What follows belongs to an exercise in optimizing a design on an open flow for small area; a production flow would make more cautious choices. Function was checked by simulation only, so behaviour that the tests miss may differ from the original. No activity file was given, so power comes from the tool's default toggle rates.

trial 67:
Design mips, start of the top module:
module mips(
	clk,
	n_rst,
	imem_addr,
	imem_data,
	dmem_addr,
	dmem_wdata,
	dmem_we,
	dmem_rdata
	);
For scale: about 160 I/O pins, ~46,000 um2 of cells after synthesis.
export LEC_CHECK = 0
export CAP_MARGIN = 20
export CELL_PAD_IN_SITES_DETAIL_PLACEMENT = 1
export CELL_PAD_IN_SITES_GLOBAL_PLACEMENT = 1
export CORE_MARGIN = 2
export CORE_UTILIZATION = 45
export SETUP_SLACK_MARGIN = 0.25
export SLEW_MARGIN = 20
export SYNTH_HIERARCHICAL = 1
create_clock -name core_clock -period 10.5 [get_ports {clk}]
standard.sh (not shown) runs the stock make flow with config.mk's settings and CLKGATE_MAP_FILE= SYNTH_SCRIPT=/design/flow/synth_recipe.tcl, a recipe that flattens the netlist after the stock synthesis.
==> flow/flow/run.sh <==
#!/bin/bash
# Own flow: the standard layout (standard.sh, unchanged synthesis) with
# two knobs the flow settings do not reach: the smallest buffer on each port,
# and clock tree synthesis without dummy loads and with set sink clusters.
# Each tool's full output stays in orfs/logs; the make output goes to
# standard.log.
set -euo pipefail
export BUFFER_PORTS_ARGS="-buffer_cell sky130_fd_sc_hd__buf_1"
export CTS_ARGS="-sink_clustering_enable -repair_clock_nets -dont_use_dummy_load -sink_clustering_size 24 -sink_clustering_max_diameter 80 -buf_list sky130_fd_sc_hd__clkbuf_16"
bash standard.sh > standard.log 2>&1
Inputs modified between trial 67 and trial 30:
# trial 67
export LEC_CHECK = 0
export CAP_MARGIN = 20
export CELL_PAD_IN_SITES_DETAIL_PLACEMENT = 1
export CELL_PAD_IN_SITES_GLOBAL_PLACEMENT = 1
export CORE_MARGIN = 2
export CORE_UTILIZATION = 45
export SETUP_SLACK_MARGIN = 0.25
export SLEW_MARGIN = 20
export SYNTH_HIERARCHICAL = 1
create_clock -name core_clock -period 10.5 [get_ports {clk}]
# trial 30
export LEC_CHECK = 0
export CAP_MARGIN = 20
export CELL_PAD_IN_SITES_DETAIL_PLACEMENT = 1
export CELL_PAD_IN_SITES_GLOBAL_PLACEMENT = 1
export CORE_MARGIN = 2
export CORE_UTILIZATION = 53
export SETUP_SLACK_MARGIN = 0.25
export SLEW_MARGIN = 20
export SYNTH_HIERARCHICAL = 1
create_clock -name core_clock -period 10.5 [get_ports {clk}]
Findings:
Trial 30 | status: complete | timing, DRC, antenna: pass. Looking at post-route cell area across both flows, trial 30 is the stronger of the two, with trial 67 trailing. Part of the total power dissipated in the clock network: trial 30 vs trial 67 down 0.3 points. Trial 30 vs. trial 67: power density over the cells now larger; max-slew headroom at the worst pin moved up; total leakage power went down.

========
exp/fjord:
Another version of the RTL of mips (not shown whole).
For scale: about 1000 flip-flops, ~160 I/O pins, roughly 46000 um^2 of cells after synthesis.
Settings: LEC_CHECK=0, CAP_MARGIN=20, CELL_PAD_IN_SITES_DETAIL_PLACEMENT=1, CELL_PAD_IN_SITES_GLOBAL_PLACEMENT=1, CORE_MARGIN=2, CORE_UTILIZATION=53, SETUP_SLACK_MARGIN=0.2, SLEW_MARGIN=20, SYNTH_HIERARCHICAL=1; clock period 10.5 ns.
==> flow/flow/run.sh <==
#!/bin/bash
# Own flow: the standard layout (standard.sh, unchanged synthesis) with
# two knobs the flow settings do not reach: the smallest buffer on each port,
# and clock tree synthesis without dummy loads and with set sink clusters.
# Each tool's full output stays in orfs/logs; the make output goes to
# standard.log.
set -euo pipefail
export BUFFER_PORTS_ARGS="-buffer_cell sky130_fd_sc_hd__buf_1"
export CTS_ARGS="-sink_clustering_enable -repair_clock_nets -dont_use_dummy_load -sink_clustering_size 28 -sink_clustering_max_diameter 80 -buf_list sky130_fd_sc_hd__clkbuf_16"
bash standard.sh > standard.log 2>&1
exp/fjord | stages: all done | timing, DRC, antenna: all pass
--- input diff exp/fjord..exp/delta ---
Settings: SETUP_SLACK_MARGIN now 0.25, was 0.2; CORE_UTILIZATION now 45, was 53.
diff --git a/flow/flow/run.sh b/flow/flow/run.sh
--- a/flow/flow/run.sh
+++ b/flow/flow/run.sh
@@ -8,3 +8,3 @@
 export BUFFER_PORTS_ARGS="-buffer_cell sky130_fd_sc_hd__buf_1"
-export CTS_ARGS="-sink_clustering_enable -repair_clock_nets -dont_use_dummy_load -sink_clustering_size 28 -sink_clustering_max_diameter 80 -buf_list sky130_fd_sc_hd__clkbuf_16"
+export CTS_ARGS="-sink_clustering_enable -repair_clock_nets -dont_use_dummy_load -sink_clustering_size 24 -sink_clustering_max_diameter 80 -buf_list sky130_fd_sc_hd__clkbuf_16"
 bash standard.sh > standard.log 2>&1
--- outcome ---
Compared to exp/fjord, exp/delta leaves more free space in the core. The run showing the greater cell area is exp/delta. Going from exp/fjord to exp/delta, first-pass GRT wire length rose 1.7%, total leakage power rose 0.79%.
Input changes introduced in exp/quartz (baseline for comparison: exp/delta):
Settings: changing CORE_UTILIZATION from 45 to 53.
==> comparison <==
When exp/quartz is measured against exp/delta, its total detailed-routing wirelength turns out 4400 um lower. Setup slack of the critical path after layout, exp/quartz and exp/delta: lower on exp/quartz. From exp/delta to exp/quartz the numbers moved as follows: worst hold slack now larger, initial core utilization now larger, cell leakage power now smaller. exp/quartz: overall routing resource usage is 5.9 points higher than what exp/delta reported. Compared to exp/delta, exp/quartz has portion of total power attributed to the clock network 0.5 points lower. Comparing post-cts sizing count for exp/quartz and exp/delta, the bigger number came from exp/quartz.
For exp/amber, these inputs were changed with respect to exp/quartz:
Settings: SETUP_SLACK_MARGIN: 0.25 -> 0.2; CORE_UTILIZATION: 53 -> 49.
==> run notes <==
Lower total via count after detailed routing among exp/amber and exp/quartz: exp/amber. The core box area number comes out lower for exp/quartz vs exp/amber. Per the comparison of exp/amber with exp/quartz, reg-to-reg setup timing slack decreased by 250 ps relative to the old numbers; cell area after layout closely matched the old numbers; die area increased by 8.1% relative to the old numbers; number of antenna diodes increased by 3 relative to the old numbers.

========
## R
Another version of the RTL of mips (not shown whole).
Size: about 160 I/O pins.
Settings: LEC_CHECK=0, CAP_MARGIN=20, CELL_PAD_IN_SITES_DETAIL_PLACEMENT=1, CELL_PAD_IN_SITES_GLOBAL_PLACEMENT=1, CORE_MARGIN=2, CORE_UTILIZATION=45, SETUP_SLACK_MARGIN=0.25, SLEW_MARGIN=20, SYNTH_HIERARCHICAL=1; clock period 10.5 ns.
==> flow/flow/run.sh <==
#!/bin/bash
# Own flow: the standard layout (standard.sh, unchanged synthesis) with
# two knobs the flow settings do not reach: the smallest buffer on each port,
# and clock tree synthesis without dummy loads and with set sink clusters.
# Each tool's full output stays in orfs/logs; the make output goes to
# standard.log.
set -euo pipefail
export BUFFER_PORTS_ARGS="-buffer_cell sky130_fd_sc_hd__buf_1"
export CTS_ARGS="-sink_clustering_enable -repair_clock_nets -dont_use_dummy_load -sink_clustering_size 16 -sink_clustering_max_diameter 50 -buf_list sky130_fd_sc_hd__clkbuf_8"
bash standard.sh > standard.log 2>&1
The inputs of S differ from those of R as listed below.
- putting CTS_CLUSTER_SIZE at 16 where nothing was set
- putting CTS_BUF_LIST at sky130_fd_sc_hd__clkbuf_8 where nothing was set
- putting CTS_CLUSTER_DIAMETER at 50 where nothing was set
==> flow/run.sh (new file) <==
#!/bin/bash
# synth_recipe.tcl (not shown) runs the flow's synth.tcl, then flattens the netlist and writes it again
# the make line also repeats each setting of config.mk as NAME=value (left out here)
make -C /OpenROAD-flow-scripts/flow DESIGN_CONFIG=/design/flow/config.mk WORK_HOME=/design/flow/orfs CLKGATE_MAP_FILE= SYNTH_SCRIPT=/design/flow/synth_recipe.tcl finish
removed: flow/flow/run.sh
removed: flow/standard.sh
--- outcome ---
- S finished all stages; the layout is clean.
- No stage failed in R, and the final checks on the layout all came back clean.
- S vs R: post-route clock skew down
- Comparing global-route usage over all layers for R and S, the bigger number came from R.
- As far as setup-violating endpoint count in the final report goes, S and R are indistinguishable; the numbers are identical.
- Compared with R, S shows a worst setup slack that is 21 ps lower.
- Looking at non-clock buffer count, S sits above R.

re-timing with driven ports:
The flow's constraints put no driver on any port. The routed layouts listed below were extracted and timed again, unchanged, in two steps.
Step 1 (the two cells are an assumption about what drives the block):
set clk [get_ports {clk}]
set_driving_cell -lib_cell sky130_fd_sc_hd__clkbuf_16 $clk
set_driving_cell -lib_cell sky130_fd_sc_hd__buf_2 [delete_from_list [all_inputs] $clk]
Step 2 times the ports against the registers' clock, not the clock port: input delays grow and output delays shrink by t, the midpoint of the rising clock arrivals with the driver on.
a / b / c = no drivers / after step 1 / after step 2; a / b = the first two.
run	t (ns)	slack for setup (ns)	latest minus earliest clock arrival (ns)	worst slew at a driven data input, ns
trial 67	0.754	0.407 / 0.378 / 0.378	0.111 / 0.111	0.10
trial 30	0.721	0.311 / 0.270 / 0.270	0.122 / 0.122	0.09
exp/fjord	0.741	0.121 / 0.094 / 0.094	0.082 / 0.082	0.06
exp/delta	0.743	0.251 / 0.229 / 0.229	0.116 / 0.116	0.08
exp/quartz	0.728	0.190 / 0.165 / 0.165	0.083 / 0.083	0.06
exp/amber	0.750	0.374 / 0.320 / 0.266	0.105 / 0.106	0.11
R	0.871	0.214 / 0.158 / 0.158	0.141 / 0.141	0.09
S	0.883	0.193 / 0.143 / 0.143	0.082 / 0.083	0.08
After both steps every run listed still meets setup and hold. For exp/amber, which loses most, drivers alone change the setup slack by -0.054 ns; drivers and shift together by -0.108 ns.
